Source: an optimization exercise on an open RTL-to-GDS flow (aim: a short achievable clock period and few clock cycles). Production flows keep margins and buffers that such runs may drop.
The RTL was checked by simulation tests, not by an equivalence proof against the original design.

// uProcessor
module uProcessor (MAIN_CLK, MAIN_RST, WRITE_DATA_BUS, READ_DATA_BUS, ADDR_BUS, MEM_WR, MEM_RD);
Size in the first run: ~390 flip-flops, about 52 I/O pins, ~23,000 µm² of cells after synthesis.
clock: 10.0 ns
lec_check: 0
cap_margin: 20
core_margin: 2
core_utilization: 50
slew_margin: 20
standard.sh (not shown) runs the stock make flow with config.mk's settings and CLKGATE_MAP_FILE= SYNTH_SCRIPT=/design/flow/synth_recipe.tcl, a recipe that flattens the netlist after the stock synthesis.
==> flow/flow/run.sh <==
#!/bin/bash
set -euo pipefail
bash standard.sh SETUP_SLACK_MARGIN=7.5 finish > make_finish.log 2>&1
The starting point completed with no timing, DRC or antenna violations.
Testbench counts at the start, summed over its fixed seeds: cycles 24,551.
Change:
--- a/flow/config.mk
+++ b/flow/config.mk
@@ -8,4 +8,4 @@
 export CAP_MARGIN = 20
 export CORE_MARGIN = 2
-export CORE_UTILIZATION = 50
+export CORE_UTILIZATION = 40
 export SLEW_MARGIN = 20
Die area grows by 25%.
Final area goes up by 2.8%.
Synthesized cell count is unchanged.
Critical path depth does not change.
Area after synthesis is unchanged.
Final cell count is higher by 5.1%.
Utilization shrinks by 12 points.
Wire length rose by 4.3%.
Worst hold slack gets better by 0.0064 ns.

* * *

## main
The RTL this note starts from:
==> flow/design.v <==
`timescale 1 ns / 1 ps
module uProcessor (MAIN_CLK, MAIN_RST, WRITE_DATA_BUS, READ_DATA_BUS, ADDR_BUS, MEM_WR, MEM_RD);
input MAIN_CLK, MAIN_RST;
input [15:0] READ_DATA_BUS;
output [15:0] WRITE_DATA_BUS, ADDR_BUS;
output MEM_WR;
output MEM_RD;
reg [15:0] addr;       
reg        mrd, mwr;   
reg [15:0] wdata;      
reg        ldc, stc;   
reg [15:0] rpc;        
reg [2:0]  ldrd;       
reg        smc;        
reg [15:0] ir;         
reg        irv;        
reg [15:0] ra, rb;     
reg [15:0] r0, r1, r2, r3, r4, r5, r6, r7;
reg [7:0]  rv;         
localparam NC = 4;     
reg [NC-1:0] cv;       
reg [15:0] ct [0:NC-1];   
reg [15:0] cd [0:NC-1];   
reg [1:0]  cptr;       
reg d_add, d_sub, d_or, d_xor, d_and, d_not, d_li, d_eq, d_ne, d_lt, d_ge;
reg d_ld, d_st, d_wr, d_jmp;
assign ADDR_BUS = addr;
assign MEM_RD = mrd;
assign MEM_WR = mwr;
assign WRITE_DATA_BUS = wdata;
wire [15:0] q [0:7];
assign q[0] = rv[0] ? r0 : 16'd0;
assign q[1] = rv[1] ? r1 : 16'd0;
assign q[2] = rv[2] ? r2 : 16'd0;
assign q[3] = rv[3] ? r3 : 16'd0;
assign q[4] = rv[4] ? r4 : 16'd0;
assign q[5] = rv[5] ? r5 : 16'd0;
assign q[6] = rv[6] ? r6 : 16'd0;
assign q[7] = rv[7] ? r7 : 16'd0;
function [15:0] rsel;
	input [2:0] s;
	input [15:0] x0, x1, x2, x3, x4, x5, x6, x7;
	case (s)
		3'd0: rsel = x0;
		3'd1: rsel = x1;
		3'd2: rsel = x2;
		3'd3: rsel = x3;
		3'd4: rsel = x4;
		3'd5: rsel = x5;
		3'd6: rsel = x6;
		default: rsel = x7;
	endcase
endfunction
function [16:0] ks_add;
	input [15:0] x, y;
	input ci;
	reg [15:0] g, p, pp;
	integer i, d;
	begin
		g = x & y;
		p = x ^ y;
		pp = p;
		g[0] = g[0] | (p[0] & ci);
		for (d = 1; d < 16; d = d * 2)
			for (i = 15; i >= d; i = i - 1) begin
				g[i] = g[i] | (p[i] & g[i - d]);
				p[i] = p[i] & p[i - d];
			end
		ks_add = {g[15], pp ^ {g[14:0], ci}};
	end
endfunction
wire        dcyc = ldc | stc;
wire        xv = irv & ~dcyc;
wire [2:0]  rd = ir[11:9];
wire        fl = ir[8];
reg  [NC-1:0] chit;
reg  [15:0] cdat;
integer c;
always @(*) begin
	cdat = 16'd0;
	for (c = 0; c < NC; c = c + 1) begin
		chit[c] = cv[c] & (ct[c] == ra);
		cdat = cdat | ({16{chit[c]}} & cd[c]);
	end
end
wire        hit = |chit;
wire        x_wr = xv & (d_wr | (d_ld & hit));
wire        x_ldst = xv & ((d_ld & ~hit) | d_st);
wire        x_jmp = xv & d_jmp;
wire [16:0] add_o = ks_add(ra, rb, 1'b0);
wire [16:0] sub_o = ks_add(ra, ~rb, 1'b1);
wire        ltu = ~sub_o[16];
wire        lt = ltu ^ (fl & (ra[15] ^ rb[15]));
wire        eq = ra == rb;
wire [15:0] liv = fl ? {ir[7:0], 8'h00} : {8'h00, ir[7:0]};
wire        cmp = (d_eq & eq) | (d_ne & ~eq) | (d_lt & lt) | (d_ge & ~lt);
wire [15:0] xres = ({16{d_add}} & add_o[15:0]) | ({16{d_sub}} & sub_o[15:0]) |
                   ({16{d_or}} & (ra | rb)) | ({16{d_xor}} & (ra ^ rb)) |
                   ({16{d_and}} & (ra & rb)) | ({16{d_not}} & ~ra) |
                   ({16{d_li}} & liv) | ({16{d_ld}} & cdat) | {15'd0, cmp};
wire        smc_st = stc & smc;
wire [15:0] ire = smc_st ? wdata : ir;   
wire        ire_jmp = ire[15:12] == 4'd13;
wire [15:0] a_dc = smc_st ? rsel(wdata[7:5], q[0], q[1], q[2], q[3], q[4], q[5], q[6], q[7]) :
                   (ldc && ldrd == ir[7:5]) ? READ_DATA_BUS : ra;
wire [15:0] b_dc = smc_st ? rsel(wdata[4:2], q[0], q[1], q[2], q[3], q[4], q[5], q[6], q[7]) :
                   (ldc && ldrd == ir[4:2]) ? READ_DATA_BUS : rb;
wire [15:0] w = READ_DATA_BUS;
wire        w_jmp = w[15:12] == 4'd13;
wire [15:0] ainc = addr + 16'd1;
reg  [7:0]  sa, sb;
reg         sax, sbx;
integer k;
always @(*) begin
	sax = 1'b0;
	sbx = 1'b0;
	for (k = 0; k < 8; k = k + 1) begin
		sa[k] = ~dcyc & (w[7:5] == k) & ~(x_wr & (rd == k));
		sb[k] = ~dcyc & (w[4:2] == k) & ~(x_wr & (rd == k));
		sax = sax | (~dcyc & (w[7:5] == k) & x_wr & (rd == k));
		sbx = sbx | (~dcyc & (w[4:2] == k) & x_wr & (rd == k));
	end
end
wire        fbusy = dcyc | x_ldst | x_jmp;
wire        fj = w_jmp & (~w[8] | (x_wr & (rd == w[7:5])));
wire        fjx = ~fbusy & w_jmp & w[8] & x_wr & (rd == w[7:5]);
reg [15:0] a_nx, b_nx, addr_nx;
always @(*) begin
	a_nx = ({16{dcyc}} & a_dc) | ({16{sax}} & xres);
	b_nx = ({16{dcyc}} & b_dc) | ({16{sbx}} & xres);
	for (k = 0; k < 8; k = k + 1) begin
		a_nx = a_nx | ({16{sa[k]}} & q[k]);
		b_nx = b_nx | ({16{sb[k]}} & q[k]);
	end
	addr_nx = ({16{dcyc & ~(irv & ire_jmp)}} & rpc) |
	          ({16{dcyc & irv & ire_jmp & ire[8]}} & a_dc) |
	          ({16{~dcyc & (x_ldst | (x_jmp & fl))}} & ra) |
	          ({16{~fbusy & ~fj}} & ainc) |
	          ({16{fjx}} & xres);
end
task dec;
	input [15:0] i;
	begin
		d_add <= i[15:12] == 4'd0;
		d_sub <= i[15:12] == 4'd1;
		d_or  <= i[15:12] == 4'd2;
		d_xor <= i[15:12] == 4'd3;
		d_and <= i[15:12] == 4'd4;
		d_not <= i[15:12] == 4'd5;
		d_ld  <= i[15:12] == 4'd6;
		d_jmp <= i[15:12] == 4'd13;
		d_st  <= i[15:12] == 4'd7;
		d_li  <= i[15:12] == 4'd8;
		d_eq  <= i[15:12] == 4'd9;
		d_ne  <= i[15:12] == 4'd10;
		d_lt  <= i[15:12] == 4'd11;
		d_ge  <= i[15:12] == 4'd12;
		d_wr  <= i[15:12] <= 4'd5 || (i[15:12] >= 4'd8 && i[15:12] <= 4'd12);
	end
endtask
always @(posedge MAIN_CLK or posedge MAIN_RST) begin
	if (MAIN_RST) begin
		addr <= 16'd0;
		mrd <= 1'b1;
		mwr <= 1'b0;
		ldc <= 1'b0;
		stc <= 1'b0;
		irv <= 1'b0;
	end else begin
		addr <= addr_nx;
		if (dcyc) begin
			mrd <= 1'b1;
			mwr <= 1'b0;
			ldc <= 1'b0;
			stc <= 1'b0;
			if (irv && ire_jmp)
				irv <= 1'b0;
		end else if (x_jmp) begin
			irv <= 1'b0;
		end else if (x_ldst) begin
			mrd <= d_ld;
			mwr <= d_st;
			ldc <= d_ld;
			stc <= d_st;
			irv <= 1'b1;
		end else begin
			irv <= ~fj;
		end
	end
end
always @(posedge MAIN_CLK) begin
	ra <= a_nx;
	rb <= b_nx;
	wdata <= rb;
	if (dcyc) begin
		if (smc_st) begin
			ir <= wdata;
			dec(wdata);
		end
	end else begin
		ir <= w;
		dec(w);
		if (x_ldst) begin
			rpc <= ainc;
			ldrd <= rd;
			smc <= d_st & (ra == addr);
		end
	end
end
always @(posedge MAIN_CLK or posedge MAIN_RST) begin
	if (MAIN_RST) begin
		cv <= {NC{1'b0}};
		cptr <= 2'd0;
	end else if (ldc) begin
		cv[cptr] <= 1'b1;
		cptr <= cptr + 2'd1;
	end else if (xv && d_st) begin
		if (!hit) begin
			cv[cptr] <= 1'b1;
			cptr <= cptr + 2'd1;
		end
	end
end
always @(posedge MAIN_CLK) begin
	for (c = 0; c < NC; c = c + 1) begin
		if (ldc && cptr == c) begin
			ct[c] <= addr;
			cd[c] <= READ_DATA_BUS;
		end else if (xv && d_st && (chit[c] || (!hit && cptr == c))) begin
			ct[c] <= ra;
			cd[c] <= rb;
		end
	end
end
wire [15:0] wrv = ldc ? READ_DATA_BUS : xres;
wire [2:0]  wrd = ldc ? ldrd : rd;
wire        we = ldc | x_wr;
always @(posedge MAIN_CLK or posedge MAIN_RST) begin
	if (MAIN_RST)
		rv <= 8'd0;
	else if (we)
		rv[wrd] <= 1'b1;
end
always @(posedge MAIN_CLK) begin
	if (we) begin
		case (wrd)
			3'd0: r0 <= wrv;
			3'd1: r1 <= wrv;
			3'd2: r2 <= wrv;
			3'd3: r3 <= wrv;
			3'd4: r4 <= wrv;
			3'd5: r5 <= wrv;
			3'd6: r6 <= wrv;
			default: r7 <= wrv;
		endcase
	end
end
endmodule
export LEC_CHECK = 0
export CAP_MARGIN = 20
export CORE_MARGIN = 2
export CORE_UTILIZATION = 40
export SLEW_MARGIN = 20
create_clock -name core_clock -period 10.0 [get_ports {MAIN_CLK}]
==> flow/flow/run.sh <==
#!/bin/bash
set -euo pipefail
bash standard.sh SETUP_SLACK_MARGIN=7 finish > make_finish.log 2>&1
In summary, main completed successfully, with a layout that passed the timing, design-rule and antenna checks.
Testbench counts of main, summed over its fixed seeds: cycles 24,551.
What the feature branch does differently from main at the input level:
Settings: CTS_CLUSTER_DIAMETER now 100, previously not set; CORE_UTILIZATION now 60, was 40; CTS_CLUSTER_SIZE now 30, previously not set.
==> flow/flow/run.sh <==
#!/bin/bash
set -euo pipefail
bash standard.sh SETUP_SLACK_MARGIN=7.5 finish > make_finish.log 2>&1
## What came out
- The feature branch did not make it past 5_1_grt, where a tool error ended it.
- Row count (the feature branch over main): decrease, 17
- Comparing main against the feature branch, there is no change at all in post-cts hold buffer count.
- Width of the chip went down by more than 10% going from main to the feature branch.
- Number of cells in the design after placement is higher on main
- The feature branch -> main: area after synthesis delta 0, exact match
- Pre-CTS setup slack was lower in the run labelled the feature branch.
- Going from main to the feature branch, multiplexer share of the synthesized area was more or less identical, total cell area at the placement stage went up by about 0.55%, synthesized cell count was more or less identical, fraction of the mapped netlist area in adder cells was more or less identical.

## separate check: timing with driven ports
The results above use ideal ports. As a check the final layouts listed here were re-extracted and re-timed, cells and wires unchanged. Step 1 (the two cells are an assumption about what drives the block):
set clk [get_ports {MAIN_CLK}]
set_driving_cell -lib_cell sky130_fd_sc_hd__clkbuf_16 $clk
set_driving_cell -lib_cell sky130_fd_sc_hd__buf_2 [delete_from_list [all_inputs] $clk]
Step 2 moves the port delays by t, midway between the first and last clock arrival at a register: inputs arrive t later, outputs are due t later. That takes back most of the time a late clock gives input paths. Three values: ideal ports, drivers, drivers and shift; two values: the first two.
run | t (ns) | slack for setup (ns) | worst hold slack (ns)
the first run of note 1 | 0.655 | 6.670 / 6.610 / 6.113 | 0.402 / 0.402 / 0.402
the second run of note 1 | 0.677 | 6.693 / 6.633 / 6.105 | 0.408 / 0.408 / 0.408
main | 0.681 | 6.634 / 6.601 / 5.997 | 0.470 / 0.470 / 0.470
After both steps every run listed still meets setup and hold. For main, which loses most, drivers alone change the setup slack by -0.033 ns; drivers and shift together by -0.637 ns.
